Optimization exercise on an open flow, not production practice. RTL: at most simulated, not proved equivalent. Function not checked: run 1. Power: default activity.

==> design/flow/design.v <==
`timescale 1ns / 1ps
module KSAdd16(
	input [15:0] X,
	input [15:0] Y,
	input CI,
	output [15:0] S
    );
	wire [15:0] p = X ^ Y;
	wire [15:0] g0 = {X[15:1] & Y[15:1], CI ? (X[0] | Y[0]) : (X[0] & Y[0])};
	wire [15:0] p0 = {p[15:1], 1'b0};
	wire [15:0] g1 = g0 | (p0 & {g0[14:0], 1'b0});
	wire [15:0] p1 = p0 & {p0[14:0], 1'b0};
	wire [15:0] g2 = g1 | (p1 & {g1[13:0], 2'b0});
	wire [15:0] p2 = p1 & {p1[13:0], 2'b0};
	wire [15:0] g3 = g2 | (p2 & {g2[11:0], 4'b0});
	wire [15:0] p3 = p2 & {p2[11:0], 4'b0};
	wire [15:0] g4 = g3 | (p3 & {g3[7:0], 8'b0});
	wire [15:0] c = {g4[14:0], CI};
	assign S = p ^ c;
endmodule
`timescale 1ns / 1ps
module CPU_top(
	input CLK,
	input reset,
	output [7:0] OPT_PC,        
	input [15:0] imem_rdata,    
	output [7:0] dmem_addr,     
	output [15:0] dmem_wdata,   
	output dmem_we,             
	input [15:0] dmem_rdata,    
	output halted
    );
	reg [15:0] r0, r1, r2, r3, r4, r5, r6, r7;
	function [15:0] rsel;
		input [2:0] n;
		input [15:0] x0, x1, x2, x3, x4, x5, x6, x7;
		case (n)
			3'd0: rsel = x0;
			3'd1: rsel = x1;
			3'd2: rsel = x2;
			3'd3: rsel = x3;
			3'd4: rsel = x4;
			3'd5: rsel = x5;
			3'd6: rsel = x6;
			default: rsel = x7;
		endcase
	endfunction
	reg Z;
	reg [7:0] PC;
	wire [15:0] I = imem_rdata;
	wire [3:0] op = I[15:12];
	wire [2:0] rd = I[10:8];
	wire [2:0] rs = I[6:4];
	wire [2:0] rt = I[2:0];
	reg ev;
	reg hs;                     
	reg e_add, e_sub, e_and, e_or, e_xor, e_not, e_sla, e_pass, e_lw, e_sw;
	reg e_wr, e_wz;             
	reg [2:0] erd;
	reg [3:0] eimm4;
	reg [15:0] A, B, D, K;      
	reg e_dfwd;                 
	reg e_kz;                   
	reg w_en;
	reg [2:0] w_rd;
	reg [15:0] R;
	reg m_lw, m_sw;
	reg [2:0] m_rd;
	reg [7:0] maddr;
	reg [15:0] mwdata;
	reg halted_r;
	wire [15:0] a = A;
	wire [15:0] b = B;
	wire [15:0] sum, dif;
	KSAdd16 add_u(.X(a), .Y(b), .CI(1'b0), .S(sum));
	KSAdd16 sub_u(.X(a), .Y(~b), .CI(1'b1), .S(dif));
	wire [15:0] rest =
		({16{e_and}}  & (a & b)) |
		({16{e_or}}   & (a | b)) |
		({16{e_xor}}  & (a ^ b)) |
		({16{e_not}}  & (~a)) |
		({16{e_sla}}  & (a << eimm4)) |
		({16{e_pass}} & K);
	wire [15:0] e_res = ({16{e_add}} & sum) | ({16{e_sub}} & dif) | rest;
	wire z_add = ~|((a ^ b) ^ {a[14:0] | b[14:0], 1'b0});
	wire z_eq  = (a == b);
	wire z_and = ~|(a & b);
	wire z_or  = ~|(a | b);
	wire z_not = &a;
	wire z_sla = ~|(a & (16'hFFFF >> eimm4));
	wire e_z = (e_add & z_add) | ((e_sub | e_xor) & z_eq) | (e_and & z_and) |
	           (e_or & z_or) | (e_not & z_not) | (e_sla & z_sla) | (e_pass & e_kz);
	wire e_wr_v = ev & e_wr;
	wire e_wz_v = ev & e_wz;
	wire f_halt = (op == 4'b1111) && (I[11:8] == 4'b1111);
	wire jr = (op == 4'b1111);      
	wire uses_rs = (op <= 4'd6) || (op == 4'b1001) || (op == 4'b1010) || jr;
	wire uses_rt = (op <= 4'd4);
	wire eA = e_wr_v && erd == rs;
	wire eB = e_wr_v && erd == rt;
	wire eD = e_wr_v && erd == rd;
	wire [15:0] va = eA ? e_res : (w_en && w_rd == rs) ? R : (m_lw && m_rd == rs) ? dmem_rdata : rsel(rs, r0, r1, r2, r3, r4, r5, r6, r7);
	wire [15:0] vb = eB ? e_res : (w_en && w_rd == rt) ? R : (m_lw && m_rd == rt) ? dmem_rdata : rsel(rt, r0, r1, r2, r3, r4, r5, r6, r7);
	wire [15:0] vd = eD ? e_res : (w_en && w_rd == rd) ? R : (m_lw && m_rd == rd) ? dmem_rdata : rsel(rd, r0, r1, r2, r3, r4, r5, r6, r7);
	wire ld_stall = ev && e_lw && ((uses_rs && rs == erd) || (uses_rt && rt == erd));
	wire jr_stall = jr && eA && !e_pass;
	wire stall = ld_stall || jr_stall;
	wire Znew = e_wz_v ? e_z : Z;
	wire taken = (op == 4'b1110) || (op == 4'b1101) || (op == 4'b1011 && Znew) || (op == 4'b1100 && !Znew);
	wire [7:0] PC1 = PC + 8'd1;
	wire [7:0] jrt = eA ? K[7:0] : va[7:0];
	wire [7:0] npc = jr ? jrt : taken ? I[7:0] : PC1;
	assign OPT_PC = PC;
	assign dmem_addr = maddr;
	assign dmem_wdata = mwdata;
	assign dmem_we = m_sw;
	assign halted = halted_r;
	wire [15:0] wdat = m_lw ? dmem_rdata : R;
	always @(posedge CLK) begin
		if (m_lw || w_en) begin
			case (m_lw ? m_rd : w_rd)
				3'd0: r0 <= wdat;
				3'd1: r1 <= wdat;
				3'd2: r2 <= wdat;
				3'd3: r3 <= wdat;
				3'd4: r4 <= wdat;
				3'd5: r5 <= wdat;
				3'd6: r6 <= wdat;
				default: r7 <= wdat;
			endcase
		end
		if (e_wz_v)
			Z <= e_z;
	end
	always @(posedge CLK) begin
		if (reset) begin
			PC <= 8'd0;
			ev <= 1'b0;
			hs <= 1'b0;
			m_lw <= 1'b0;
			m_sw <= 1'b0;
			w_en <= 1'b0;
			halted_r <= 1'b0;
		end else begin
			m_lw <= ev && e_lw;
			m_sw <= ev && e_sw;
			w_en <= e_wr_v;
			hs <= hs || f_halt;
			halted_r <= (hs || f_halt) && !(ev && e_sw);
			ev <= !stall && !f_halt && !hs;
			if (!stall)
				PC <= npc;
		end
	end
	always @(posedge CLK) begin
		R      <= e_res;
		w_rd   <= erd;
		m_rd   <= erd;
		maddr  <= a[7:0] + {4'b0, eimm4};
		mwdata <= e_dfwd ? dmem_rdata : D;
		e_add  <= (op == 4'b0000);
		e_sub  <= (op == 4'b0001);
		e_and  <= (op == 4'b0010);
		e_or   <= (op == 4'b0011);
		e_xor  <= (op == 4'b0100);
		e_not  <= (op == 4'b0101);
		e_sla  <= (op == 4'b0110);
		e_pass <= (op == 4'b1000) || (op == 4'b1101);
		e_lw   <= (op == 4'b1001);
		e_sw   <= (op == 4'b1010);
		e_wr   <= (op <= 4'd6) || (op == 4'b1000) || (op == 4'b1101);
		e_wz   <= (op <= 4'd6) || (op == 4'b1000);
		e_kz   <= (I[7:0] == 8'd0);
		erd    <= rd;
		eimm4  <= I[3:0];
		A      <= va;
		B      <= vb;
		D      <= vd;
		K      <= (op == 4'b1000) ? {8'b0, I[7:0]} : {8'b0, PC1};
		e_dfwd <= ev && e_lw && (erd == rd);
	end
endmodule
==> design/flow/run.sh <==
#!/bin/bash
# synth_recipe.tcl (not shown) runs the flow's synth.tcl, then flattens the netlist and writes it again
# the make line also repeats each setting of config.mk as NAME=value (left out here)
make -C /OpenROAD-flow-scripts/flow DESIGN_CONFIG=/design/flow/config.mk WORK_HOME=/design/flow/orfs CLKGATE_MAP_FILE= SYNTH_SCRIPT=/design/flow/synth_recipe.tcl finish
==> design/flow/config.mk <==
export PLATFORM = sky130hd
export DESIGN_NAME = CPU_top
export DESIGN_NICKNAME = CPU_top
export VERILOG_FILES = /design/flow/design.v
export SDC_FILE = /design/flow/constraint.sdc
export NUM_CORES = 4
export LEC_CHECK = 0
export CAP_MARGIN = 20
export CORE_MARGIN = 2
export CORE_UTILIZATION = 40
export SETUP_SLACK_MARGIN = 5.0
export SLEW_MARGIN = 20
==> design/flow/constraint.sdc <==
create_clock -name core_clock -period 8.0 [get_ports {CLK}]
set_input_delay 1.6000 -clock core_clock [delete_from_list [all_inputs] [get_ports {CLK}]]
set_output_delay 1.6000 -clock core_clock [all_outputs]
set_load 0.01 [all_outputs]
==> summary.txt, run 1 <==
Logic synthesis
  – Compound-Gate Fraction of Synth Area: 0.1916
  – Post-synthesis mux area share: 0.1550
  – Adder-cell share of the synthesized area: 0.04473
  – Post-synth EDFFs: 128
  – Ys Warns: 1
  – Synthesized area: 0.01617 mm2
  – Synth Instances: 1,641
  – Post-Synth XOR/XNOR Area: 0.03196
  – Post-synth top area share: 0.2377
  – Post-Syn Nets: 1,731
  – Largest family of logic cells by synthesized area: compound AO/OA/AOI/OAI gates
  – Synthesized area per cell: 9.853 um2
  – Number of synthesized register bits: 263
  – Most used flip-flop cell after synthesis: dfxtp_1
  – Synth unique cells: 81
  – Seq/Total Area, Yosys: 0.4049
  – Area contributors post-synth: edfxtp_1 (24%), dfxtp_1 (17%), mux4_2 (7.8%)
  – Async S/R FF share, synth: 0
  – Largest area contributor in the netlist: edfxtp_1
  – Simple-gate share of the synthesized area: 0.1216

CTS
  – CTS root buffer: clkbuf_16
  – Clock latency (worst-skew pair): 590 ps
  – H-tree depth: 1
  – Hold-fix buffers, CTS: 0
  – Clock sink count: 263
  – TritonCTS clock tree: done
  – Clock-pin slew on the worst setup and hold paths: 60 ps
  – CTS Buf Count: 30
  – CTS Buffer Depth: 3

Power
  – Power density cells: 205.7 mW/mm2
  – P_leak: 7.918 nW
  – Overall power: 4.269 mW
  – Maximum vdd drop: 0.1394 mV

Setup path
  – Worst EP arrival: 3750 ps
  – Register-to-Register Path Depth: 10
  – CP endpoint kind: flip-flop
  – Slowest library cell on the worst path: nor2_1
  – Worst setup SP type: input pin
  – CP cell instances: buf_12 -> buf_12 -> buf_4 -> nor2_1 -> a221oi_1 -> a21oi_1 -> a211oi_2 -> nor3_1 -> a211oi_2 -> buf_4 -> o21a_1 -> a311oi_2
  – WP buf/inv: 4
  – R2R Setup Slk: 4780 ps
  – Crit-path max FO: 8
  – RR Endpoint: PC[6]
  – RR Startpoint: A[2]
  – CP peak stage delay: 330 ps
  – Setup CP Type: in -> reg
  – Delay-heaviest family, CP: compound AO/OA/AOI/OAI gates
  – Required time of the critical path: 8460 ps

Floorplan
  – Core box area: 0.03982 mm2
  – DIE AREA: 0.04205 mm2
  – Starting density of the core: 0.4060
  – Chip height: 205.1 um
  – # rows: 73
  – Die W: 205.1 um
  – I/O Pins: 68

Routing
  – DR WL/cell: 26.06 um
  – Detailed-route DRC error count: 0
  – Via density: 6.333
  – DRT iter0 DRCs: 1,958
  – WL final: 60.41 mm
  – Post-route ant nets: 0
  – Vias post-DR: 14,680
  – Drt pass-1 iters: 8

Cells and area
  – ANT cells: 0
  – Nets@finish: 1,860
  – Flip-flop and latch area: 0.006624 mm2
  – Fin util: 0.5211
  – Area of the multi-input gates: 0.009732 mm2
  – Share of cells above drive strength 1: 0.2750
  – # fillers: 3,527
  – Area growth from synthesis to layout: 28.34%

STA
  – Clock skew: 30.05 ps
  – Fin. Hold Viols: 0
  – Tcrit/Tclk final: 0.4107
  – Max-slew headroom: 0.3168
  – Slew @ Worst Pin: 1021 ps
  – RSZ-0062 raised after global routing: yes
  – Max-slew violations: 0
  – Min Hold Slack: 445.8 ps
  – Final setup fails: 0
  – Fmax: 304.3 MHz
  – Tmin final: 3286 ps
  – Setup_tns: 0 ps

Worst hold path
  – Worst hold start: e_sw
  – Worst hold stages: 2
  – Hold Path End: m_sw
  – Type of the most critical hold path: reg -> reg

Run status
  – Status: timing/DRC/antenna clean

Global routing
  – Antenna violations before repair: 0
  – GRT Util Overall: 0.2810
  – Global-route wire length before repair: 89.24 mm
  – Largest net degree at the start of global routing: 33
  – GRT Residual Overflow: 0
  – Number of global-route vias before repair: 14,110

Place
  – I/O Buffers: 67
  – GP Congestion: 0.9500
  – Dpl hpwl: 38.47 mm

Job
  – Max-cap violation count: 0
==> final cells by class <==
type | instances | share of cell area
timing repair buffer | 218 | 0.1159
clock inverter | 12 | 0.007597
multi-input combinational | 1172 | 0.4690
inverter | 85 | 0.01670
clock buffer | 43 | 0.03998
sequential | 263 | 0.3192
tap | 525 | 0.03166
==> logic make-up after synthesis <==
group | after synthesis
AND/OR/NAND/NOR | 422
adder cells (fa/ha/maj) | 56
flip-flops | 263
buffers and inverters | 208
XOR/XNOR | 59
AO/OA/AOI/OAI | 462
multiplexers | 171
==> metrics by stage <==
stage                     instance area [um2]  worst slack, ps  cells
after floorplan                         16570             4730   1641
after global placement                  17300             3367   2140
after detailed placement                17300             3285   2140
after CTS                               19930             4838   2267
after global routing                    20750             4711   2318
final                                   20750             4714   2318
==> registers in the layout (all words and copies together), names as in the netlist, 16 cells and up <==
register and count:
A 16, B 16, D 16, R 16
mwdata 16, r0 16, r1 16, r2 16
r3 16, r4 16, r5 16, r6 16
r7 16
==> worst max path at each step <==
stage | to | from | slack, ps | depth (start not counted)
2_1_floorplan | PC[3] | imem_rdata[14] | 4730 | 9
3_3_place_gp | PC[3] | imem_rdata[5] | 3370 | 11
3_5_place_dp | PC[3] | imem_rdata[5] | 3280 | 11
4_1_cts | PC[6] | eimm4[0] | 4840 | 10
5_1_grt | PC[6] | eimm4[0] | 4710 | 10
6_report | PC[6] | imem_rdata[4] | 4710 | 12
==> worst register-to-register path, cell delays in order, from the launching register on <==
cell       delay, ps
dfxtp_4          440
inv_1            100
ha_4             300
nor4_2           270
o2111ai_1        180
o211a_1          330
a311o_1          370
a311o_2          370
and2_4           200
or3_1            320
a311oi_2         230
==> cell usage after synthesis (18+ instances only) <==
| cell | instances |
|---|---|
| clkbuf_1 | 101 |
| nor2b_1 | 18 |
| a21oi_1 | 114 |
| nor2_1 | 144 |
| mux2i_1 | 64 |
| inv_1 | 80 |
| ha_1 | 53 |
| o211ai_1 | 29 |
| xnor2_1 | 28 |
| mux4_2 | 56 |
| nor3_1 | 37 |
| a211oi_1 | 68 |
| edfxtp_1 | 128 |
| dfxtp_1 | 135 |
| mux2_2 | 47 |
| a22oi_1 | 22 |
| nand2_1 | 108 |
| nand3_1 | 40 |
| o21ai_0 | 82 |
| xor2_1 | 31 |
==> what timing repair did <==
| item | 4_1_cts | 5_1_grt |
|---|---|---|
| setup buffers | 56 | 48 |
| setup endpoints to repair | 111 | 51 |
| gates cloned | 16 | 3 |
| pin swaps | 30 | 44 |
| resized for setup | 258 | 82 |
==> cell usage in the layout, fill, tap and decap left out, types with 10 or more instances in the layout <==
master / synthesis / layout
nor2_1: 144 / 134
edfxtp_1: 128 / 128
buf_4: 2 / 113
dfxtp_1: 135 / 107
nand2_1: 108 / 104
a21oi_1: 114 / 99
inv_1: 80 / 73
o21ai_0: 82 / 72
mux2i_1: 64 / 59
mux4_2: 56 / 56
a211oi_1: 68 / 53
mux2_2: 47 / 45
nand3_1: 40 / 38
ha_1: 53 / 35
dlygate4sd2_1: 0 / 34
clkbuf_16: 0 / 33
xor2_1: 31 / 29
o211ai_1: 29 / 29
xnor2_1: 28 / 27
nor3_1: 37 / 25
a22oi_1: 22 / 21
clkdlybuf4s50_1: 0 / 20
dfxtp_4: 0 / 17
buf_12: 0 / 16
o22ai_1: 15 / 15
nor2b_1: 18 / 14
a211oi_2: 0 / 14
ha_4: 0 / 14
bufbuf_16: 0 / 14
nand2b_1: 12 / 12
a31oi_1: 13 / 12
nand4_1: 12 / 12
dfxtp_2: 0 / 11
a21oi_2: 0 / 11
o221ai_1: 14 / 11
o21bai_1: 11 / 10
clkbuf_1: 101 / 10
==> metal layers <==
metal / vias up / track usage / part of all wire
met5: - / 0 / 0
met4: 0 / 0.1398 / 0.059
met3: 225 / 0.04184 / 0.094
met2: 952 / 0.4564 / 0.46
met1: 7066 / 0.3656 / 0.38
li1: 6437 / - / -
==> where the power goes <==
| group | total, mW | switching (mW) | internal [mW] |
|---|---|---|---|
| Sequential | 1.65 | 0.103 | 1.54 |
| Combinational | 1.24 | 0.685 | 0.551 |
| Clock | 1.39 | 0.569 | 0.818 |
| Total | 4.27 | 1.36 | 2.91 |
==> inputs of run 2 (changes only) <==
--- a/design/flow/design.v
+++ b/design/flow/design.v
@@ -54,6 +54,7 @@
 	wire [2:0] rt = I[2:0];
 	reg ev;
 	reg hs;                     
+	reg e_jr;                   
 	reg e_add, e_sub, e_and, e_or, e_xor, e_not, e_sla, e_pass, e_lw, e_sw;
 	reg e_wr, e_wz;             
 	reg [2:0] erd;
@@ -93,42 +94,46 @@
 	wire e_wr_v = ev & e_wr;
 	wire e_wz_v = ev & e_wz;
 	wire f_halt = (op == 4'b1111) && (I[11:8] == 4'b1111);
-	wire jr = (op == 4'b1111);      
+	wire jr = (op == 4'b1111) && !f_halt;
 	wire uses_rs = (op <= 4'd6) || (op == 4'b1001) || (op == 4'b1010) || jr;
 	wire uses_rt = (op <= 4'd4);
 	wire eA = e_wr_v && erd == rs;
 	wire eB = e_wr_v && erd == rt;
 	wire eD = e_wr_v && erd == rd;
-	wire [15:0] va = eA ? e_res : (w_en && w_rd == rs) ? R : (m_lw && m_rd == rs) ? dmem_rdata : rsel(rs, r0, r1, r2, r3, r4, r5, r6, r7);
-	wire [15:0] vb = eB ? e_res : (w_en && w_rd == rt) ? R : (m_lw && m_rd == rt) ? dmem_rdata : rsel(rt, r0, r1, r2, r3, r4, r5, r6, r7);
-	wire [15:0] vd = eD ? e_res : (w_en && w_rd == rd) ? R : (m_lw && m_rd == rd) ? dmem_rdata : rsel(rd, r0, r1, r2, r3, r4, r5, r6, r7);
+	wire [7:0] wsel = (w_en ? (8'd1 << w_rd) : 8'd0) | (m_lw ? (8'd1 << m_rd) : 8'd0);
+	wire [15:0] wdat = m_lw ? dmem_rdata : R;
+	wire [15:0] n0 = wsel[0] ? wdat : r0;
+	wire [15:0] n1 = wsel[1] ? wdat : r1;
+	wire [15:0] n2 = wsel[2] ? wdat : r2;
+	wire [15:0] n3 = wsel[3] ? wdat : r3;
+	wire [15:0] n4 = wsel[4] ? wdat : r4;
+	wire [15:0] n5 = wsel[5] ? wdat : r5;
+	wire [15:0] n6 = wsel[6] ? wdat : r6;
+	wire [15:0] n7 = wsel[7] ? wdat : r7;
+	wire [15:0] va = eA ? e_res : rsel(rs, n0, n1, n2, n3, n4, n5, n6, n7);
+	wire [15:0] vb = eB ? e_res : rsel(rt, n0, n1, n2, n3, n4, n5, n6, n7);
+	wire [15:0] vd = eD ? e_res : rsel(rd, n0, n1, n2, n3, n4, n5, n6, n7);
 	wire ld_stall = ev && e_lw && ((uses_rs && rs == erd) || (uses_rt && rt == erd));
-	wire jr_stall = jr && eA && !e_pass;
-	wire stall = ld_stall || jr_stall;
+	wire e_jr_v = ev && e_jr;    
+	wire stall = ld_stall;
 	wire Znew = e_wz_v ? e_z : Z;
 	wire taken = (op == 4'b1110) || (op == 4'b1101) || (op == 4'b1011 && Znew) || (op == 4'b1100 && !Znew);
 	wire [7:0] PC1 = PC + 8'd1;
-	wire [7:0] jrt = eA ? K[7:0] : va[7:0];
-	wire [7:0] npc = jr ? jrt : taken ? I[7:0] : PC1;
+	wire [7:0] npc = taken ? I[7:0] : PC1;
 	assign OPT_PC = PC;
 	assign dmem_addr = maddr;
 	assign dmem_wdata = mwdata;
 	assign dmem_we = m_sw;
 	assign halted = halted_r;
-	wire [15:0] wdat = m_lw ? dmem_rdata : R;
 	always @(posedge CLK) begin
-		if (m_lw || w_en) begin
-			case (m_lw ? m_rd : w_rd)
-				3'd0: r0 <= wdat;
-				3'd1: r1 <= wdat;
-				3'd2: r2 <= wdat;
-				3'd3: r3 <= wdat;
-				3'd4: r4 <= wdat;
-				3'd5: r5 <= wdat;
-				3'd6: r6 <= wdat;
-				default: r7 <= wdat;
-			endcase
-		end
+		r0 <= n0;
+		r1 <= n1;
+		r2 <= n2;
+		r3 <= n3;
+		r4 <= n4;
+		r5 <= n5;
+		r6 <= n6;
+		r7 <= n7;
 		if (e_wz_v)
 			Z <= e_z;
 	end
@@ -145,10 +150,12 @@
 			m_lw <= ev && e_lw;
 			m_sw <= ev && e_sw;
 			w_en <= e_wr_v;
-			hs <= hs || f_halt;
-			halted_r <= (hs || f_halt) && !(ev && e_sw);
-			ev <= !stall && !f_halt && !hs;
-			if (!stall)
+			hs <= hs || (f_halt && !e_jr_v);
+			halted_r <= (hs || (f_halt && !e_jr_v)) && !(ev && e_sw);
+			ev <= !stall && !f_halt && !hs && !e_jr_v;
+			if (e_jr_v)
+				PC <= A[7:0];
+			else if (!stall)
 				PC <= npc;
 		end
 	end
@@ -168,6 +175,7 @@
 		e_pass <= (op == 4'b1000) || (op == 4'b1101);
 		e_lw   <= (op == 4'b1001);
 		e_sw   <= (op == 4'b1010);
+		e_jr   <= jr;
 		e_wr   <= (op <= 4'd6) || (op == 4'b1000) || (op == 4'b1101);
 		e_wz   <= (op <= 4'd6) || (op == 4'b1000);
 		e_kz   <= (I[7:0] == 8'd0);
==> summary.txt, run 2 <==
Setup path
  – CP endpoint kind: flip-flop
  – Most frequent cell on the critical path: mux2_2
  – Slowest library cell on the worst path: dlygate4sd2_1
  – Crit-path max FO: 7 (-1)
  – Setup CP Type: in -> reg
  – Worst setup SP type: input pin
  – CP cell instances: dlygate4sd2_1 -> mux2i_4 -> a21oi_1 -> mux2_2 -> a221oi_1 -> o21ai_0 -> mux2_2
  – Required time of the critical path: 8430 ps (-30 ps)
  – Worst EP arrival: 3510 ps (-240 ps)
  – CP peak stage delay: 320 ps (about the same)

Global routing
  – Antenna violations before repair: 0 (unchanged)
  – Global-route wire length before repair: 91.90 mm (+3.0%)
  – Grt peak-use layer: met2
  – GRT Residual Overflow: 0 (unchanged)
  – GR met2 Demand/Resource: 0.4951 (+0.03867)
  – Met1 Resource Use GR: 0.3943 (+0.02862)
  – Number of global-route vias before repair: 14,700 (+4.2%)
  – GRT Util Overall: 0.3039 (+0.02295)
  – Largest net degree at the start of global routing: 58 (+76%)
  – M3 GR Usage: 0.04755 (+0.005708)

Cells and area
  – Fin util: 0.5205 (-0.0005520)
  – Nets@finish: 2,080 (+12%)
  – Commonest non-fill, non-tap cell in the layout: dfxtp_1
  – Share of cells above drive strength 1: 0.2368 (-0.03814)
  – Area growth from synthesis to layout: 27.87%
  – Most frequent cells in the layout: dfxtp_1 (237), nor2_1 (194), nand2_1 (177)
  – ANT cells: 0 (unchanged)
  – Final Cell Area: 0.01965 mm2 (-5.3%)

Routing
  – DRT iter0 DRCs: 1,904 (-2.8%)
  – Detailed-route DRC error count: 0 (unchanged)
  – DR WL/cell: 24.86 um (-4.6%)
  – Via density: 6.136 (-3.1%)
  – Vias post-DR: 15,470 (+5.4%)
  – Post-route ant nets: 0 (unchanged)
  – Drt pass-1 iters: 6 (-2)
  – WL final: 62.67 mm (+3.7%)

Logic synthesis
  – Largest area contributor in the netlist: dfxtp_1
  – Dominant cell by count in the synthesized netlist: dfxtp_1
  – Commonest cells post-synth: dfxtp_1 (264), nor2_1 (203), nand2_1 (177)
  – Synthesized area: 0.01537 mm2 (-4.9%)
  – Number of synthesized register bits: 264 (+0.38%)
  – Post-Syn Nets: 1,983 (+15%)
  – Synth unique cells: 77 (-4.9%)
  – Area contributors post-synth: dfxtp_1 (34%), mux2i_1 (5.3%), o21ai_0 (5.3%)
  – Most used flip-flop cell after synthesis: dfxtp_1
  – Synthesized area per cell: 8.119 um2 (-18%)
  – Ys Warns: 1 (unchanged)
  – Synth Instances: 1,893 (+15%)
  – Async S/R FF share, synth: 0 (unchanged)
  – Seq/Total Area, Yosys: 0.3439 (-0.06100)
  – Post-synth top area share: 0.3439 (+0.1061)
  – Post-synth EDFFs: 0 (-100%)

CTS
  – H-tree depth: 1 (unchanged)
  – Clock sink count: 264 (+0.38%)
  – CTS Buffer Depth: 3 (unchanged)
  – CTS root buffer: clkbuf_16
  – Clock latency (worst-skew pair): 560 ps (-30 ps)
  – CTS Buf Count: 30 (unchanged)
  – Clock-pin slew on the worst setup and hold paths: 60 ps (about the same)
  – TritonCTS clock tree: done

STA
  – Final worst setup slack: 4920 ps (+206.0 ps)
  – Fmax: 324.7 MHz (+6.7%)
  – Final setup fails: 0 (unchanged)
  – Max-slew headroom: 0.2127 (-0.1041)
  – Tcrit/Tclk final: 0.3850 (-0.02575)
  – Slew @ Worst Pin: 1173 ps (+152.0 ps)
  – Max-slew violations: 0 (unchanged)
  – Fin. Hold Viols: 0 (unchanged)
  – RSZ-0062 raised after global routing: yes
  – Tmin final: 3080 ps (-206.0 ps)
  – Clock skew: 18.15 ps (-11.89 ps)
  – Setup_tns: 0 ps (unchanged)

Worst hold path
  – Type of the most critical hold path: reg -> reg

Floorplan
  – Die W: 200.0 um (-2.5%)
  – # rows: 71 (-2.7%)
  – Chip height: 200.0 um (-2.5%)
  – Core box area: 0.03776 mm2 (-5.2%)
  – I/O Pins: 68 (unchanged)
  – Starting density of the core: 0.4071 (+0.001066)
  – DIE AREA: 0.04001 mm2 (-4.9%)

Place
  – DP Area: 0.01638 mm2 (-5.3%)
  – I/O Buffers: 67 (unchanged)
  – Place WS: 3617 ps (+332.1 ps)
  – Dpl hpwl: 40.71 mm (+5.8%)
  – GP Congestion: 1.025 (+7.9%)

Power
  – P_leak: 8.071 nW (+1.9%)
  – Power density cells: 297.7 mW/mm2 (+45%)
  – Overall power: 5.850 mW (+37%)
  – Maximum vdd drop: 0.1896 mV (+36%)

Run status
  – Status: timing/DRC/antenna clean

Job
  – Max-cap violation count: 0 (unchanged)
[run 2: cell count changes in the layout (fill, tap and decap cells not counted), moves of 47 or more]
cell	change
nor2_1	+60
nand2_1	+73
inv_1	+47
edfxtp_1	-128
dfxtp_1	+130
o21ai_0	+52
[run 2: path summary, 6_finish.rpt]
| check | start | slack (ps) | to | cells after the start |
|---|---|---|---|---|
| setup / recovery | dmem_rdata[10] | 4920 | B[10] | 7 |
| hold / removal | erd[2] | 450 | m_rd[2] | 0 |
| setup reg to reg | A[2] | 4950 | B[10] | 11 |
| hold reg to reg | erd[2] | 450 | m_rd[2] | 0 |
[run 2: final cells by class]
type,count,area (um2)
clock buffer,41,883.3
clock inverter,11,113.9
fill,3522,18100
inverter,133,526.8
multi-input combinational,1357,10210
sequential,264,5361
tap,511,639.4
timing repair buffer,203,1914
timing repair inverter,1,7.507
[run 2: timing repair]
action	in CTS	in global routing
hold buffers	0	0
setup buffers	66	36
pin swaps	28	27
gates cloned	4	5
gates resized for setup	290	113
endpoints found under the setup margin	105	60
[run 2: per-stage QoR]
step           hold WS [ps]  instances
2_1_floorplan         399.5       1893
3_3_place_gp          412.2       2358
3_5_place_dp          418.9       2358
4_1_cts               429.6       2480
5_1_grt               457.8       2521
6_report              446.6       2521
[run 2: logic make-up (layout without fill, tap and decap cells)]
| logic type | after synthesis | in the layout | synth area share |
|---|---|---|---|
| simple gates | 519 | 519 | 0.1475 |
| buf+inv | 273 | 389 | 0.06838 |
| flops | 264 | 264 | 0.3439 |
| mux | 142 | 142 | 0.1171 |
| xor+xnor | 52 | 52 | 0.02963 |
| fa+ha+maj | 56 | 56 | 0.04705 |
| compound gates | 587 | 588 | 0.2464 |
[run 2: routing by layer]
layer,routed length [um],vias to the layer above
met5,0,-
met4,3892,0
met3,5731,247
met2,28380,896
met1,24660,7371
li1,-,6954
[run 2: power breakdown]
| group | switching, mW | internal, mW |
|---|---|---|
| clock network | 0.558 | 0.828 |
| logic | 1.47 | 1.12 |
| registers | 0.200 | 1.68 |
| total | 2.23 | 3.62 |
[run 2: critical path, delay by kind of cell]
family / cells / cell delay, ps
muxes: 3 / 920
AOI/OAI and AO/OA: 3 / 670
buffers and inverters: 1 / 320
Testbench counts of run 2, summed over its fixed seeds: cycles 47,270.
==> inputs of run 3 (changes only) <==
--- a/design/flow/design.v
+++ b/design/flow/design.v
@@ -100,20 +100,21 @@
 	wire eA = e_wr_v && erd == rs;
 	wire eB = e_wr_v && erd == rt;
 	wire eD = e_wr_v && erd == rd;
-	wire [7:0] wsel = (w_en ? (8'd1 << w_rd) : 8'd0) | (m_lw ? (8'd1 << m_rd) : 8'd0);
-	wire [15:0] wdat = m_lw ? dmem_rdata : R;
-	wire [15:0] n0 = wsel[0] ? wdat : r0;
-	wire [15:0] n1 = wsel[1] ? wdat : r1;
-	wire [15:0] n2 = wsel[2] ? wdat : r2;
-	wire [15:0] n3 = wsel[3] ? wdat : r3;
-	wire [15:0] n4 = wsel[4] ? wdat : r4;
-	wire [15:0] n5 = wsel[5] ? wdat : r5;
-	wire [15:0] n6 = wsel[6] ? wdat : r6;
-	wire [15:0] n7 = wsel[7] ? wdat : r7;
+	wire [7:0] msel = m_lw ? (8'd1 << m_rd) : 8'd0;
+	wire [7:0] wsel = w_en ? (8'd1 << w_rd) : 8'd0;
+	wire [15:0] n0 = msel[0] ? dmem_rdata : wsel[0] ? R : r0;
+	wire [15:0] n1 = msel[1] ? dmem_rdata : wsel[1] ? R : r1;
+	wire [15:0] n2 = msel[2] ? dmem_rdata : wsel[2] ? R : r2;
+	wire [15:0] n3 = msel[3] ? dmem_rdata : wsel[3] ? R : r3;
+	wire [15:0] n4 = msel[4] ? dmem_rdata : wsel[4] ? R : r4;
+	wire [15:0] n5 = msel[5] ? dmem_rdata : wsel[5] ? R : r5;
+	wire [15:0] n6 = msel[6] ? dmem_rdata : wsel[6] ? R : r6;
+	wire [15:0] n7 = msel[7] ? dmem_rdata : wsel[7] ? R : r7;
 	wire [15:0] va = eA ? e_res : rsel(rs, n0, n1, n2, n3, n4, n5, n6, n7);
 	wire [15:0] vb = eB ? e_res : rsel(rt, n0, n1, n2, n3, n4, n5, n6, n7);
 	wire [15:0] vd = eD ? e_res : rsel(rd, n0, n1, n2, n3, n4, n5, n6, n7);
-	wire ld_stall = ev && e_lw && ((uses_rs && rs == erd) || (uses_rt && rt == erd));
+	wire [7:0] lsel = (ev && e_lw) ? (8'd1 << erd) : 8'd0;
+	wire ld_stall = (uses_rs && lsel[rs]) || (uses_rt && lsel[rt]);
 	wire e_jr_v = ev && e_jr;    
 	wire stall = ld_stall;
 	wire Znew = e_wz_v ? e_z : Z;
==> summary.txt, run 3 <==
Setup path
  – CP endpoint kind: flip-flop
  – Worst EP arrival: 3500 ps (about the same)
  – Slowest library cell on the worst path: a311o_1
  – Worst setup SP type: flip-flop
  – Required time of the critical path: 8450 ps (+20 ps)
  – Crit-path max FO: 4 (-3)
  – Setup CP Type: reg -> reg
  – CP peak stage delay: 390 ps (+70 ps)
  – CP cell instances: ha_4 -> fa_2 -> a21o_1 -> a31o_2 -> a311o_1 -> o41ai_4 -> o21ai_2 -> a221o_1 -> a21oi_4 -> mux2i_1

Logic synthesis
  – Post-Syn Nets: 2,062 (+4.0%)
  – Synth unique cells: 82 (+6.5%)
  – Ys Warns: 1 (unchanged)
  – Synthesized area: 0.01684 mm2 (+9.5%)
  – Area contributors post-synth: dfxtp_1 (31%), mux2i_1 (13%), a21oi_1 (4.3%)
  – Seq/Total Area, Yosys: 0.3139 (-0.02995)
  – Post-synth top area share: 0.3139 (-0.02995)
  – Synth Instances: 1,972 (+4.2%)
  – Largest area contributor in the netlist: dfxtp_1
  – Most used flip-flop cell after synthesis: dfxtp_1
  – Dominant cell by count in the synthesized netlist: dfxtp_1
  – Post-synth EDFFs: 0 (unchanged)
  – Async S/R FF share, synth: 0 (unchanged)
  – Synthesized area per cell: 8.538 um2 (+5.2%)
  – Number of synthesized register bits: 264 (unchanged)
  – Commonest cells post-synth: dfxtp_1 (264), mux2i_1 (225), nor2_1 (166)

STA
  – Slew @ Worst Pin: 1084 ps (-88.93 ps)
  – Fmax: 327.4 MHz (+0.82%)
  – Setup_tns: 0 ps (unchanged)
  – Final setup fails: 0 (unchanged)
  – Clock skew: 37.71 ps (+19.56 ps)
  – Min Hold Slack: 424.2 ps (-22.46 ps)
  – Final worst setup slack: 4945 ps (+25.10 ps)
  – Max-slew headroom: 0.2729 (+0.06023)
  – Tmin final: 3055 ps (-25.10 ps)
  – Tcrit/Tclk final: 0.3818 (-0.003138)
  – Max-slew violations: 0 (unchanged)
  – RSZ-0062 raised after global routing: yes
  – Fin. Hold Viols: 0 (unchanged)

Floorplan
  – Starting density of the core: 0.4032 (-0.003916)
  – Die W: 209.2 um (+4.6%)
  – Core box area: 0.04176 mm2 (+11%)
  – I/O Pins: 68 (unchanged)
  – # rows: 75 (+5.6%)
  – DIE AREA: 0.04375 mm2 (+9.3%)
  – Chip height: 209.2 um (+4.6%)

Place
  – DP Area: 0.01772 mm2 (+8.2%)
  – I/O Buffers: 67 (unchanged)
  – GP Congestion: 0.9662 (-5.7%)
  – Dpl hpwl: 43.11 mm (+5.9%)
  – Place WS: 3245 ps (-371.2 ps)

CTS
  – CTS root buffer: clkbuf_16
  – H-tree depth: 1 (unchanged)
  – CTS Buf Count: 29 (-3.3%)
  – CTS Buffer Depth: 3 (unchanged)
  – Clock-pin slew on the worst setup and hold paths: 70 ps (about the same)
  – TritonCTS clock tree: done
  – Clock latency (worst-skew pair): 590 ps (+30 ps)
  – Clock sink count: 264 (unchanged)

Global routing
  – Number of global-route vias before repair: 15,410 (+4.8%)
  – Antenna violations before repair: 1 (+1)
  – Global-route wire length before repair: 98.77 mm (+7.5%)
  – GRT Residual Overflow: 0 (unchanged)
  – GRT Util Overall: 0.2963 (-0.007624)
  – Largest net degree at the start of global routing: 57 (-1.7%)

Power
  – Sw frac: 0.3884 (+0.007265)
  – Share of power burned in registers: 0.326 (+0.005)
  – Internal: 3.698 mW (+2.1%)
  – Maximum vdd drop: 0.1812 mV (-4.4%)
  – Overall power: 6.046 mW (+3.4%)
  – P_leak: 8.329 nW (+3.2%)
  – Power density cells: 301.4 mW/mm2 (+1.3%)
  – Clock network power share: 0.233 (-0.004)
  – Combinational power share: 0.441 (about the same)
  – Sw power: 2.348 mW (+5.3%)

Cells and area
  – ANT cells: 0 (unchanged)
  – # fillers: 3,935 (+12%)
  – Share of cells above drive strength 1: 0.1865 (-0.05032)
  – Area growth from synthesis to layout: 19.16%
  – Flip-flop and latch area: 0.005366 mm2 (about the same)
  – Area of the multi-input gates: 0.01102 mm2 (+7.9%)
  – Commonest non-fill, non-tap cell in the layout: dfxtp_1
  – Nets@finish: 2,069 (-0.53%)
  – Most frequent cells in the layout: dfxtp_1 (229), mux2i_1 (221), nand2_1 (157)
  – Final Cell Area: 0.02006 mm2 (+2.1%)

Routing
  – WL final: 66.06 mm (+5.4%)
  – DRT iter0 DRCs: 1,713 (-10%)
  – DR WL/cell: 26.02 um (+4.7%)
  – Via density: 6.267 (+2.1%)
  – Post-route ant nets: 0 (unchanged)
  – Drt pass-1 iters: 6 (unchanged)
  – Vias post-DR: 15,910 (+2.9%)
  – Detailed-route DRC error count: 0 (unchanged)

Worst hold path
  – Type of the most critical hold path: reg -> reg

Job
  – Max-cap violation count: 0 (unchanged)

Run status
  – Status: timing/DRC/antenna clean
-- run 3: cell types whose count changed after synthesis, sizes merged, moves of 9 or more --
| cell | previous run | this run |
|---|---|---|
| mux2i | 82 | 225 |
| nor2 | 203 | 166 |
| inv | 132 | 97 |
| buf | 26 | 49 |
| a22oi | 15 | 35 |
| mux2 | 33 | 52 |
| a21o | 27 | 10 |
| o21ai | 166 | 150 |
| clkbuf | 114 | 129 |
| nand2 | 177 | 162 |
| a221oi | 20 | 8 |
| a211oi | 28 | 18 |
| a31oi | 14 | 4 |
| o2bb2ai | 2 | 11 |
-- run 3: layer usage --
layer	track usage	vias to the layer above	part of all wire
li1	-	7137	-
met1	0.3958	7608	0.42
met2	0.4499	930	0.43
met3	0.05681	236	0.093
met4	0.1648	0	0.059
met5	0	-	0
-- run 3: critical path, delay by kind of cell (launching register included) --
| family | cells | cell delay, ps |
|---|---|---|
| compound gates | 7 | 1890 |
| fa+ha+maj | 2 | 500 |
| flops | 1 | 370 |
| mux | 1 | 140 |
-- run 3: path summary, 6_finish.rpt --
check | endpoint | cells after the start | from | slack, ps
setup / recovery | D[14] | 10 | B[0] | 4950
setup reg to reg | D[14] | 10 | B[0] | 4950
hold / removal | ev | 1 | hs | 420
hold reg to reg | ev | 1 | hs | 420
-- run 3: power by group through the flow --
stage          clock network [mW]  logic (mW)  registers, mW
6_report                     1.41        2.67           1.97
5_1_grt                      1.47        2.87           2.00
4_1_cts                      1.43        2.50           1.97
3_5_place_dp                    0        2.28           2.00
3_3_place_gp                    0        2.26           1.99
2_1_floorplan                   0        1.68           1.87
-- run 3: cell type report --
cell class                      instances  area share
Multi-Input combinational cell       1430      0.5491
Sequential cell                       264      0.2675
Timing Repair Buffer                  153     0.07833
Clock buffer                           38     0.03985
Tap cell                              539     0.03362
Inverter                              100     0.02158
Clock inverter                         14    0.009667
Timing Repair inverter                  1   0.0003742
-- run 3: metrics by stage --
stage | utilization | instances
2_1_floorplan | - | 1972
3_3_place_gp | 0.4243 | 2431
3_5_place_dp | 0.4243 | 2431
4_1_cts | 0.4721 | 2521
5_1_grt | 0.4804 | 2539
6_report | 0.4804 | 2539
-- run 3: logic make-up (layout without fill, tap and decap cells) --
| family | count (synthesis) | after routing | synth area share |
|---|---|---|---|
| multiplexers | 309 | 309 | 0.2114 |
| AO/OA/AOI/OAI | 546 | 546 | 0.2085 |
| flip-flops | 264 | 264 | 0.3139 |
| adder cells (fa/ha/maj) | 56 | 56 | 0.04296 |
| AND/OR/NAND/NOR | 466 | 466 | 0.1282 |
| XOR/XNOR | 53 | 53 | 0.02757 |
| buffers and inverters | 278 | 306 | 0.06748 |
-- run 3: repair_timing --
action                     in CTS  in global routing
cloned                          8                  0
pin swaps                      16                 16
setup endpoints to repair     101                 59
resized for setup             212                 69
hold buffers                    0                  0
buffers inserted               30                 18
Testbench counts of run 3, summed over its fixed seeds: cycles 47,270.
==> inputs of run 4 (changes only) <==
--- a/design/flow/design.v
+++ b/design/flow/design.v
@@ -59,8 +59,7 @@
 	reg e_wr, e_wz;             
 	reg [2:0] erd;
 	reg [3:0] eimm4;
-	reg [15:0] A, B, D, K;      
-	reg e_dfwd;                 
+	reg [15:0] A, B, K;         
 	reg e_kz;                   
 	reg w_en;
 	reg [2:0] w_rd;
@@ -99,7 +98,6 @@
 	wire uses_rt = (op <= 4'd4);
 	wire eA = e_wr_v && erd == rs;
 	wire eB = e_wr_v && erd == rt;
-	wire eD = e_wr_v && erd == rd;
 	wire [7:0] msel = m_lw ? (8'd1 << m_rd) : 8'd0;
 	wire [7:0] wsel = w_en ? (8'd1 << w_rd) : 8'd0;
 	wire [15:0] n0 = msel[0] ? dmem_rdata : wsel[0] ? R : r0;
@@ -112,7 +110,6 @@
 	wire [15:0] n7 = msel[7] ? dmem_rdata : wsel[7] ? R : r7;
 	wire [15:0] va = eA ? e_res : rsel(rs, n0, n1, n2, n3, n4, n5, n6, n7);
 	wire [15:0] vb = eB ? e_res : rsel(rt, n0, n1, n2, n3, n4, n5, n6, n7);
-	wire [15:0] vd = eD ? e_res : rsel(rd, n0, n1, n2, n3, n4, n5, n6, n7);
 	wire [7:0] lsel = (ev && e_lw) ? (8'd1 << erd) : 8'd0;
 	wire ld_stall = (uses_rs && lsel[rs]) || (uses_rt && lsel[rt]);
 	wire e_jr_v = ev && e_jr;    
@@ -165,7 +162,7 @@
 		w_rd   <= erd;
 		m_rd   <= erd;
 		maddr  <= a[7:0] + {4'b0, eimm4};
-		mwdata <= e_dfwd ? dmem_rdata : D;
+		mwdata <= rsel(erd, n0, n1, n2, n3, n4, n5, n6, n7);
 		e_add  <= (op == 4'b0000);
 		e_sub  <= (op == 4'b0001);
 		e_and  <= (op == 4'b0010);
@@ -184,8 +181,6 @@
 		eimm4  <= I[3:0];
 		A      <= va;
 		B      <= vb;
-		D      <= vd;
 		K      <= (op == 4'b1000) ? {8'b0, I[7:0]} : {8'b0, PC1};
-		e_dfwd <= ev && e_lw && (erd == rd);
 	end
 endmodule
==> summary.txt, run 4 <==
Run status
  – Status: timing/DRC/antenna clean

Setup path
  – Crit-path max FO: 7 (+3)
  – Required time of the critical path: 8480 ps (+30 ps)
  – CP endpoint kind: flip-flop
  – Setup CP Type: reg -> reg
  – Worst setup SP type: flip-flop
  – Worst EP arrival: 3700 ps (+200 ps)

Global routing
  – Global-route wire length before repair: 90.93 mm (-7.9%)
  – Largest net degree at the start of global routing: 44 (-23%)
  – GRT Util Overall: 0.2929 (-0.003379)
  – Antenna violations before repair: 1 (unchanged)
  – GRT Residual Overflow: 0 (unchanged)
  – Number of global-route vias before repair: 14,240 (-7.6%)

Routing
  – Vias post-DR: 15,200 (-4.5%)
  – Detailed-route DRC error count: 0 (unchanged)
  – Drt pass-1 iters: 12 (+6)
  – DR WL/cell: 25.23 um (-3.0%)
  – Via density: 6.254 (-0.20%)
  – DRT iter0 DRCs: 1,730 (+0.99%)
  – WL final: 61.32 mm (-7.2%)
  – Post-route ant nets: 0 (unchanged)

STA
  – Max-slew headroom: 0.2483 (-0.02463)
  – RSZ-0062 raised after global routing: yes
  – Clock skew: 23.63 ps (-14.08 ps)
  – Setup_tns: 0 ps (unchanged)
  – Fin. Hold Viols: 0 (unchanged)
  – Slew @ Worst Pin: 1119 ps (+34.88 ps)
  – Final setup fails: 0 (unchanged)
  – Fmax: 311.0 MHz (-5.0%)
  – Max-slew violations: 0 (unchanged)
  – Tmin final: 3215 ps (+160.2 ps)
  – Tcrit/Tclk final: 0.4019 (+0.02002)

CTS
  – Clock sink count: 247 (-6.4%)
  – CTS Buf Count: 29 (unchanged)
  – Clock latency (worst-skew pair): 580 ps (about the same)
  – CTS root buffer: clkbuf_16
  – CTS Buffer Depth: 3 (unchanged)
  – TritonCTS clock tree: done
  – Hold-fix buffers, CTS: 0 (unchanged)
  – H-tree depth: 1 (unchanged)
  – Clock-pin slew on the worst setup and hold paths: 60 ps (about the same)

Cells and area
  – Nets@finish: 1,981 (-4.3%)
  – Most frequent cells in the layout: dfxtp_1 (212), mux2i_1 (165), nand2_1 (165)
  – Share of cells above drive strength 1: 0.1952 (+0.008686)
  – Area growth from synthesis to layout: 22.30%
  – Final Cell Area: 0.01897 mm2 (-5.5%)
  – # fillers: 3,658 (-7.0%)
  – Commonest non-fill, non-tap cell in the layout: dfxtp_1

Floorplan
  – Core box area: 0.03847 mm2 (-7.9%)
  – Die W: 200.9 um (-3.9%)
  – DIE AREA: 0.04036 mm2 (-7.7%)
  – I/O Pins: 68 (unchanged)
  – Starting density of the core: 0.4032 (about the same)
  – Chip height: 200.9 um (-3.9%)
  – # rows: 72 (-4.0%)

Power
  – Power density cells: 322.0 mW/mm2 (+6.8%)
  – Overall power: 6.108 mW (+1.0%)
  – P_leak: 7.815 nW (-6.2%)
  – Maximum vdd drop: 0.1944 mV (+7.3%)

Logic synthesis
  – Async S/R FF share, synth: 0 (unchanged)
  – Area contributors post-synth: dfxtp_1 (32%), mux2i_1 (11%), mux4_2 (4.6%)
  – Most used flip-flop cell after synthesis: dfxtp_1
  – Dominant cell by count in the synthesized netlist: dfxtp_1
  – Commonest cells post-synth: dfxtp_1 (247), nand2_1 (170), mux2i_1 (167)
  – Post-Syn Nets: 1,947 (-5.6%)
  – Post-synth top area share: 0.3188 (+0.004901)
  – Number of synthesized register bits: 247 (-6.4%)
  – Seq/Total Area, Yosys: 0.3188 (+0.004901)
  – Synthesized area: 0.01551 mm2 (-7.9%)
  – Ys Warns: 1 (unchanged)
  – Post-synth EDFFs: 0 (unchanged)
  – Synth Instances: 1,857 (-5.8%)
  – Synthesized area per cell: 8.352 um2 (-2.2%)
  – Synth unique cells: 81 (-1.2%)
  – Largest area contributor in the netlist: dfxtp_1

Place
  – GP Congestion: 0.9626 (-0.37%)
  – Dpl hpwl: 39.15 mm (-9.2%)
  – I/O Buffers: 67 (unchanged)
  – DP Area: 0.01661 mm2 (-6.3%)

Worst hold path
  – Type of the most critical hold path: reg -> reg

Job
  – Max-cap violation count: 0 (unchanged)
## run 4: cell families (layout without fill, tap and decap cells)
family / count (synthesis) / in the layout / synth area share
other cells: 0 / 1 / 0
simple gates: 475 / 475 / 0.1407
flops: 247 / 247 / 0.3188
mux: 230 / 230 / 0.1767
compound gates: 533 / 533 / 0.2198
fa+ha+maj: 56 / 56 / 0.04663
xor+xnor: 52 / 52 / 0.02936
buf+inv: 264 / 318 / 0.06801
## run 4: worst paths after layout
| kind | from | cells past startpoint | end | slack (ps) |
|---|---|---|---|---|
| worst max-delay path | A[4] | 11 | PC[6] | 4790 |
| worst min-delay path | Z | 2 | Z | 480 |
| worst max register to register | A[4] | 11 | PC[6] | 4790 |
| worst min register to register | Z | 2 | Z | 480 |
## run 4: what timing repair did
| action | in CTS | in global routing |
|---|---|---|
| setup endpoints to repair | 108 | 45 |
| pin swaps | 29 | 39 |
| gates resized for setup | 194 | 86 |
| cloned | 6 | 0 |
| buffers inserted | 42 | 22 |
## run 4: critical path: stages, from the launching register on
cell and delay [ps]:
dfxtp_4 380, buf_4 160, ha_4 180, or4_4 500, nor4_4 190, nand4_1 230
nand3_1 200, a211oi_2 60, or4_4 520, o21ai_4 170, mux2_4 340, a211oi_2 190
## run 4: metal layers
metal | up-vias | global-route usage | wire length (um)
met5 | - | 0 | 0
met4 | 0 | 0.1632 | 3527
met3 | 206 | 0.04513 | 5633
met2 | 908 | 0.4581 | 27260
met1 | 7285 | 0.3867 | 24890
li1 | 6798 | - | -
## run 4: cell type report
type / instances / area [um2] / area share
inverters: 94 / 416.7 / 0.02197
multi-input cells: 1346 / 10230 / 0.5395
well taps: 518 / 648.1 / 0.03417
repair inverters: 1 / 7.507 / 0.0003958
clock inverters: 9 / 105.1 / 0.005541
diodes: 1 / 2.502 / 0.0001319
repair buffers: 172 / 1679 / 0.08852
flip-flops and latches: 247 / 5031 / 0.2652
clock buffers: 42 / 844.6 / 0.04453
## run 4: power by group
group / leakage (nW) / internal (mW) / total (mW) / switching, mW
Sequential: 2.08 / 1.64 / 1.89 / 0.252
Clock: 0.468 / 0.792 / 1.33 / 0.543
Combinational: 5.27 / 1.28 / 2.89 / 1.61
Total: 7.81 / 3.70 / 6.11 / 2.40
## run 4: through the flow
stage	std cells	setup slack [ps]	util	hold slack (ps)
after floorplan	1857	4940	-	329.0
final	2430	4785	0.4931	477.4
after global placement	2308	3818	0.4317	452.9
after detailed placement	2308	3838	0.4317	462.0
after CTS	2407	4845	0.4823	479.0
after global routing	2429	4760	0.4930	543.7
Testbench counts of run 4, summed over its fixed seeds: cycles 47,270.
==> inputs of run 5 (changes only) <==
==> design/flow/flow/run.sh (new file) <==
#!/bin/bash
# The standard layout, with the port buffers that buffer_ports inserts at
# global placement made sky130_fd_sc_hd__buf_8 instead of the default cell.
# Each tool's output goes to a log file of its own in the work folder.
set -euo pipefail
export BUFFER_PORTS_ARGS="-buffer_cell sky130_fd_sc_hd__buf_8"
bash standard.sh finish > standard_finish.log 2>&1
test -f out/final.def
==> design/flow/standard.sh (new file) <==
#!/bin/bash
# synth_recipe.tcl (not shown) runs the flow's synth.tcl, then flattens the netlist and writes it again
# the make line also repeats each setting of config.mk as NAME=value (left out here)
make -C /OpenROAD-flow-scripts/flow DESIGN_CONFIG=/design/flow/config.mk WORK_HOME=/design/flow/orfs CLKGATE_MAP_FILE= SYNTH_SCRIPT=/design/flow/synth_recipe.tcl "${@:-finish}"
removed: design/flow/run.sh
==> summary.txt, run 5 <==
Global routing
  – GRT Util Overall: 0.2912 (-0.001724)
  – Met1 Resource Use GR: 0.3886 (+0.001918)
  – Largest net degree at the start of global routing: 44 (unchanged)
  – M3 GR Usage: 0.05211 (+0.006981)
  – Grt peak-use layer: met2
  – Antenna violations before repair: 2 (+1)
  – GRT Residual Overflow: 0 (unchanged)
  – Global-route wire length before repair: 91.36 mm (+0.47%)
  – Number of global-route vias before repair: 14,310 (+0.53%)
  – GR met2 Demand/Resource: 0.4565 (-0.001607)

STA
  – Fmax: 316.9 MHz (+1.9%)
  – RSZ-0062 raised after global routing: yes
  – Final worst setup slack: 4845 ps (+59.78 ps)
  – Tcrit/Tclk final: 0.3944 (-0.007472)
  – Setup_tns: 0 ps (unchanged)
  – Max-slew headroom: 0.2702 (+0.02196)
  – Final setup fails: 0 (unchanged)
  – Clock skew: 39.14 ps (+15.52 ps)
  – Slew @ Worst Pin: 1095 ps (-24.33 ps)
  – Tmin final: 3155 ps (-59.78 ps)
  – Fin. Hold Viols: 0 (unchanged)
  – Max-slew violations: 0 (unchanged)

Floorplan
  – Chip height: 200.9 um (unchanged)
  – Die W: 200.9 um (unchanged)
  – Core box area: 0.03847 mm2 (unchanged)
  – I/O Pins: 68 (unchanged)
  – Starting density of the core: 0.4032 (unchanged)
  – # rows: 72 (unchanged)
  – DIE AREA: 0.04036 mm2 (unchanged)

Logic synthesis
  – Synth Instances: 1,857 (unchanged)
  – Post-Syn Nets: 1,947 (unchanged)
  – Synth unique cells: 81 (unchanged)
  – Synthesized area per cell: 8.352 um2 (unchanged)
  – Ys Warns: 1 (unchanged)
  – Most used flip-flop cell after synthesis: dfxtp_1
  – Seq/Total Area, Yosys: 0.3188 (unchanged)
  – Async S/R FF share, synth: 0 (unchanged)
  – Synthesized area: 0.01551 mm2 (unchanged)
  – Area contributors post-synth: dfxtp_1 (32%), mux2i_1 (11%), mux4_2 (4.6%)
  – Number of synthesized register bits: 247 (unchanged)
  – Post-synth top area share: 0.3188 (unchanged)
  – Post-synth EDFFs: 0 (unchanged)
  – Commonest cells post-synth: dfxtp_1 (247), nand2_1 (170), mux2i_1 (167)
  – Largest area contributor in the netlist: dfxtp_1
  – Dominant cell by count in the synthesized netlist: dfxtp_1

Power
  – Sw power: 2.339 mW (-2.7%)
  – Sw frac: 0.3945 (+0.0009966)
  – Power density cells: 317.0 mW/mm2 (-1.6%)
  – P_leak: 7.594 nW (-2.8%)
  – Maximum vdd drop: 0.1958 mV (+0.74%)
  – Combinational power share: 0.460 (-0.012)
  – Share of power burned in registers: 0.322 (+0.013)
  – Internal: 3.590 mW (-3.1%)
  – Clock network power share: 0.218 (about the same)

Routing
  – Vias post-DR: 14,980 (-1.5%)
  – Drt pass-1 iters: 8 (-4)
  – DRT iter0 DRCs: 1,840 (+6.4%)
  – Detailed-route DRC error count: 0 (unchanged)
  – DR WL/cell: 25.29 um (+0.22%)
  – Via density: 6.227 (-0.44%)
  – Post-route ant nets: 0 (unchanged)
  – WL final: 60.82 mm (-0.81%)

Setup path
  – Worst EP arrival: 3620 ps (-80 ps)
  – Required time of the critical path: 8470 ps (about the same)
  – R2R Setup Slk: 4840 ps (+60 ps)
  – Setup CP Type: reg -> reg
  – CP endpoint kind: flip-flop
  – Worst setup SP type: flip-flop
  – Register-to-Register Path Depth: 11 (unchanged)
  – RR Endpoint: PC[7]
  – Crit-path max FO: 5 (-2)
  – RR Startpoint: B[7]

Cells and area
  – Commonest non-fill, non-tap cell in the layout: dfxtp_1
  – ANT cells: 0 (-1)
  – # fillers: 3,669 (+0.30%)
  – Most frequent cells in the layout: dfxtp_1 (219), nand2_1 (168), mux2i_1 (167)
  – Share of cells above drive strength 1: 0.2003 (+0.005132)
  – Area growth from synthesis to layout: 20.59%
  – Nets@finish: 1,958 (-1.2%)

Worst hold path
  – Hold Path End: m_sw
  – Type of the most critical hold path: reg -> reg
  – Worst hold stages: 2 (unchanged)
  – Worst hold start: e_sw

Place
  – Dpl hpwl: 40.51 mm (+3.5%)
  – Place WS: 4209 ps (+370.5 ps)
  – I/O Buffers: 67 (unchanged)
  – GP Congestion: 0.9983 (+3.7%)

CTS
  – Clock-pin slew on the worst setup and hold paths: 60 ps (about the same)
  – H-tree depth: 1 (unchanged)
  – CTS Buffer Depth: 3 (unchanged)
  – Hold-fix buffers, CTS: 0 (unchanged)
  – Clock sink count: 247 (unchanged)
  – Clock latency (worst-skew pair): 580 ps (about the same)
  – CTS Buf Count: 29 (unchanged)
  – TritonCTS clock tree: done
  – CTS root buffer: clkbuf_16

Job
  – Max-cap violation count: 0 (unchanged)

Run status
  – Status: timing/DRC/antenna clean
run 5: cell count changes in the layout (fill, tap and decap cells not counted), sizes merged, moves of 5 or more:
cell,delta
buf,+47
clkbuf,-6
clkdlybuf4s50,-8
dlygate4sd2,-40
dlymetal6s2s,-12
bufbuf,-5
run 5: critical path, stage by stage (launching register included):
cell	delay (ps)
dfxtp_4	390
inv_4	50
ha_4	230
or4_4	570
nor4_4	230
o211ai_1	120
nand3_1	170
a211oi_4	80
or4_4	540
o21ai_4	150
mux2_4	340
a211oi_2	170
run 5: power groups by stage:
stage / registers [mW] / logic, mW / clock network (mW)
6_report: 1.91 / 2.73 / 1.29
5_1_grt: 1.94 / 2.92 / 1.36
4_1_cts: 1.90 / 2.57 / 1.31
3_5_place_dp: 1.94 / 2.35 / 0
3_3_place_gp: 1.93 / 2.34 / 0
2_1_floorplan: 1.78 / 1.73 / 0
run 5: per-layer routing:
layer / routed length, um / vias to the layer above
li1: - / 6727
met1: 25330 / 7163
met2: 27100 / 874
met3: 5327 / 209
met4: 3052 / 2
met5: 7 / -
run 5: repair_timing:
action / in CTS / in global routing
gates cloned: 1 / 0
pin swaps: 20 / 15
gates resized for setup: 92 / 42
buffers inserted: 36 / 14
setup endpoints to repair: 59 / 31
run 5: cell families (layout without fill, tap and decap cells):
kind of cell	after synthesis	count (layout)	synth area share
mux	230	230	0.1767
compound gates	533	534	0.2198
buf+inv	264	293	0.06801
simple gates	475	475	0.1407
xor+xnor	52	52	0.02936
flops	247	247	0.3188
fa+ha+maj	56	56	0.04663
run 5: worst max path at each step:
| stage | startpoint | end | slack, ps | cells past startpoint |
|---|---|---|---|---|
| final | B[7] | PC[7] | 4840 | 11 |
| after global routing | B[7] | PC[6] | 4770 | 11 |
| after CTS | B[6] | PC[7] | 4890 | 11 |
| after detailed placement | A[1] | A[7] | 4210 | 11 |
| after global placement | A[9] | PC[6] | 4250 | 11 |
| after floorplan | imem_rdata[14] | PC[4] | 4940 | 9 |
run 5: cell type report:
cell class                      instances  area (um2)  share of cell area
Timing Repair Buffer                  149        1670             0.08931
Tap cell                              518       648.1             0.03465
Inverter                               94       377.9             0.02020
Clock buffer                           40       827.0             0.04422
Clock inverter                         10       96.34            0.005151
Multi-Input combinational cell       1347       10060              0.5379
Sequential cell                       247        5022              0.2685
run 5: per-stage QoR:
| stage | power (mW) | hold slack [ps] | util | instances | area [um2] |
|---|---|---|---|---|---|
| 2_1_floorplan | 3.512 | 329.0 | - | 1857 | 15740 |
| 3_3_place_gp | 4.269 | 446.3 | 0.4398 | 2304 | 16920 |
| 3_5_place_dp | 4.289 | 453.9 | 0.4398 | 2304 | 16920 |
| 4_1_cts | 5.771 | 451.2 | 0.4792 | 2391 | 18430 |
| 5_1_grt | 6.227 | 511.4 | 0.4862 | 2405 | 18700 |
| 6_report | 5.929 | 446.7 | 0.4862 | 2405 | 18700 |
==> inputs of run 6 (changes only) <==
--- a/design/flow/design.v
+++ b/design/flow/design.v
@@ -59,7 +59,8 @@
 	reg e_wr, e_wz;             
 	reg [2:0] erd;
 	reg [3:0] eimm4;
-	reg [15:0] A, B, K;         
+	reg [15:0] A, B, D, K;      
+	reg e_dfwd;                 
 	reg e_kz;                   
 	reg w_en;
 	reg [2:0] w_rd;
@@ -98,6 +99,7 @@
 	wire uses_rt = (op <= 4'd4);
 	wire eA = e_wr_v && erd == rs;
 	wire eB = e_wr_v && erd == rt;
+	wire eD = e_wr_v && erd == rd;
 	wire [7:0] msel = m_lw ? (8'd1 << m_rd) : 8'd0;
 	wire [7:0] wsel = w_en ? (8'd1 << w_rd) : 8'd0;
 	wire [15:0] n0 = msel[0] ? dmem_rdata : wsel[0] ? R : r0;
@@ -110,6 +112,7 @@
 	wire [15:0] n7 = msel[7] ? dmem_rdata : wsel[7] ? R : r7;
 	wire [15:0] va = eA ? e_res : rsel(rs, n0, n1, n2, n3, n4, n5, n6, n7);
 	wire [15:0] vb = eB ? e_res : rsel(rt, n0, n1, n2, n3, n4, n5, n6, n7);
+	wire [15:0] vd = eD ? e_res : rsel(rd, n0, n1, n2, n3, n4, n5, n6, n7);
 	wire [7:0] lsel = (ev && e_lw) ? (8'd1 << erd) : 8'd0;
 	wire ld_stall = (uses_rs && lsel[rs]) || (uses_rt && lsel[rt]);
 	wire e_jr_v = ev && e_jr;    
@@ -162,7 +165,7 @@
 		w_rd   <= erd;
 		m_rd   <= erd;
 		maddr  <= a[7:0] + {4'b0, eimm4};
-		mwdata <= rsel(erd, n0, n1, n2, n3, n4, n5, n6, n7);
+		mwdata <= e_dfwd ? dmem_rdata : D;
 		e_add  <= (op == 4'b0000);
 		e_sub  <= (op == 4'b0001);
 		e_and  <= (op == 4'b0010);
@@ -181,6 +184,8 @@
 		eimm4  <= I[3:0];
 		A      <= va;
 		B      <= vb;
+		D      <= vd;
 		K      <= (op == 4'b1000) ? {8'b0, I[7:0]} : {8'b0, PC1};
+		e_dfwd <= ev && e_lw && (erd == rd);
 	end
 endmodule
==> summary.txt, run 6 <==
Run status
  – Status: timing/DRC/antenna clean

Job
  – Max-cap violation count: 0 (unchanged)

STA
  – Fin. Hold Viols: 0 (unchanged)
  – Tcrit/Tclk final: 0.3817 (-0.01269)
  – Setup_tns: 0 ps (unchanged)
  – Final setup fails: 0 (unchanged)
  – Tmin final: 3054 ps (-101.5 ps)
  – Clock skew: 34.83 ps (-4.318 ps)
  – Fmax: 327.5 MHz (+3.3%)
  – Min Hold Slack: 424.3 ps (-22.40 ps)
  – Max-slew violations: 0 (unchanged)
  – Max-slew headroom: 0.2471 (-0.02316)
  – RSZ-0062 raised after global routing: yes
  – Slew @ Worst Pin: 1128 ps (+33.20 ps)

CTS
  – CTS root buffer: clkbuf_16
  – Clock-pin slew on the worst setup and hold paths: 60 ps (about the same)
  – CTS Buf Count: 30 (+3.4%)
  – H-tree depth: 1 (unchanged)
  – TritonCTS clock tree: done
  – Clock sink count: 264 (+6.9%)
  – Clock latency (worst-skew pair): 590 ps (about the same)
  – CTS Buffer Depth: 3 (unchanged)

Routing
  – Post-route ant nets: 0 (unchanged)
  – DRT iter0 DRCs: 1,790 (-2.7%)
  – DR WL/cell: 25.28 um (about the same)
  – Via density: 6.178 (-0.78%)
  – Detailed-route DRC error count: 0 (unchanged)
  – Drt pass-1 iters: 6 (-2)
  – Vias post-DR: 15,500 (+3.5%)
  – WL final: 63.43 mm (+4.3%)

Logic synthesis
  – Async S/R FF share, synth: 0 (unchanged)
  – Post-Syn Nets: 2,062 (+5.9%)
  – Most used flip-flop cell after synthesis: dfxtp_1
  – Synth unique cells: 82 (+1.2%)
  – Number of synthesized register bits: 264 (+6.9%)
  – Commonest cells post-synth: dfxtp_1 (264), mux2i_1 (225), nor2_1 (166)
  – Largest area contributor in the netlist: dfxtp_1
  – Synthesized area per cell: 8.538 um2 (+2.2%)
  – Area contributors post-synth: dfxtp_1 (31%), mux2i_1 (13%), a21oi_1 (4.3%)
  – Ys Warns: 1 (unchanged)
  – Synth Instances: 1,972 (+6.2%)
  – Post-synth top area share: 0.3139 (-0.004901)
  – Seq/Total Area, Yosys: 0.3139 (-0.004901)
  – Synthesized area: 0.01684 mm2 (+8.6%)
  – Post-synth EDFFs: 0 (unchanged)
  – Dominant cell by count in the synthesized netlist: dfxtp_1

Setup path
  – WP buf/inv: 0 (-1)
  – Delay-heaviest family, CP: multiplexers
  – Crit-path max FO: 17 (+12)
  – Slowest library cell on the worst path: and4bb_4
  – Setup CP Type: reg -> reg
  – Required time of the critical path: 8410 ps (-60 ps)
  – Worst setup SP type: flip-flop
  – CP endpoint kind: flip-flop
  – CP peak stage delay: 590 ps (+20 ps)
  – Worst EP arrival: 3460 ps (-160 ps)
  – CP cell instances: and4bb_4 -> mux2_2 -> mux2i_1 -> nor2_1 -> o21ai_0 -> o211ai_1 -> o21ai_0 -> mux2i_1

Cells and area
  – # fillers: 3,912 (+6.6%)
  – Commonest non-fill, non-tap cell in the layout: dfxtp_1
  – Area growth from synthesis to layout: 18.72%
  – Share of cells above drive strength 1: 0.1934 (-0.006917)
  – ANT cells: 0 (unchanged)
  – Most frequent cells in the layout: dfxtp_1 (242), mux2i_1 (223), nand2_1 (158)
  – Final Cell Area: 0.01999 mm2 (+6.9%)
  – Nets@finish: 2,039 (+4.1%)

Power
  – Maximum vdd drop: 0.2011 mV (+2.7%)
  – Overall power: 6.220 mW (+4.9%)
  – P_leak: 8.158 nW (+7.4%)
  – Power density cells: 311.2 mW/mm2 (-1.8%)

Global routing
  – Antenna violations before repair: 0 (-2)
  – M3 GR Usage: 0.03832 (-0.01379)
  – Grt peak-use layer: met2
  – Number of global-route vias before repair: 14,740 (+3.0%)
  – Met1 Resource Use GR: 0.3838 (-0.004821)
  – Largest net degree at the start of global routing: 57 (+30%)
  – GRT Residual Overflow: 0 (unchanged)
  – GRT Util Overall: 0.2832 (-0.007961)
  – GR met2 Demand/Resource: 0.4570 (+0.0005112)
  – Global-route wire length before repair: 94.70 mm (+3.7%)

Place
  – I/O Buffers: 67 (unchanged)
  – DP Area: 0.01801 mm2 (+6.5%)
  – Dpl hpwl: 43.11 mm (+6.4%)
  – GP Congestion: 0.9747 (-2.4%)

Worst hold path
  – Type of the most critical hold path: reg -> reg

Floorplan
  – Core box area: 0.04176 mm2 (+8.6%)
  – I/O Pins: 68 (unchanged)
  – # rows: 75 (+4.2%)
  – Starting density of the core: 0.4032 (about the same)
  – DIE AREA: 0.04375 mm2 (+8.4%)
  – Chip height: 209.2 um (+4.1%)
  – Die W: 209.2 um (+4.1%)
## run 6: what timing repair did
item / 4_1_cts / 5_1_grt
setup buffers: 14 / 18
hold buffers: 0 / 0
pin swaps: 13 / 17
gates resized for setup: 85 / 62
endpoints found under the setup margin: 67 / 55
## run 6: path summary, 6_finish.rpt
kind / start / endpoint / cells past startpoint / slack (ps)
worst max register to register: m_rd[2] / A[7] / 8 / 4950
worst min-delay path: erd[0] / m_rd[0] / 0 / 420
worst min register to register: erd[0] / m_rd[0] / 0 / 420
worst max-delay path: m_rd[2] / A[7] / 8 / 4950
## run 6: cell type report
cell class,instances,area (um2),share of cell area
Tap cell,539,674.4,0.03374
Multi-Input combinational cell,1430,11020,0.5511
Timing Repair Buffer,123,1464,0.07324
Clock buffer,37,797.0,0.03987
Inverter,100,409.1,0.02047
Clock inverter,16,280.3,0.01402
Sequential cell,264,5348,0.2675
## run 6: metal layers
layer	vias up	routed length, um
met5	-	0
met4	0	2744
met3	181	4997
met2	767	28700
met1	7497	26990
li1	7055	-
## run 6: cell families (layout without fill, tap and decap cells)
kind of cell    count (synthesis)  after routing  share of synthesized area
mux                           309            309                     0.2114
flops                         264            264                     0.3139
xor+xnor                       53             53                    0.02757
buf+inv                       278            276                    0.06748
fa+ha+maj                      56             56                    0.04296
simple gates                  466            466                     0.1282
compound gates                546            546                     0.2085
## run 6: power by group
part / internal [mW] / total (mW) / switching (mW)
clock network: 0.932 / 1.50 / 0.573
registers: 1.72 / 2.01 / 0.287
logic: 1.21 / 2.71 / 1.50
## run 6: stage by stage
step           setup WS [ps]  cells    util
2_1_floorplan           4935   1972       -
3_5_place_dp            3921   2424  0.4313
5_1_grt                 4846   2509  0.4787
6_report                4946   2509  0.4787
3_3_place_gp            3937   2424  0.4313
4_1_cts                 4917   2491  0.4681
## run 6: worst reg2reg max path, stage by stage (launching register included)
cell and delay (ps):
dfxtp_2 540, and4bb_4 600, mux2_2 410, mux2i_1 520, nor2_1 120, o21ai_0 290
o211ai_1 140, o21ai_0 120, mux2i_1 150
Testbench counts of run 6, summed over its fixed seeds: cycles 47,270.
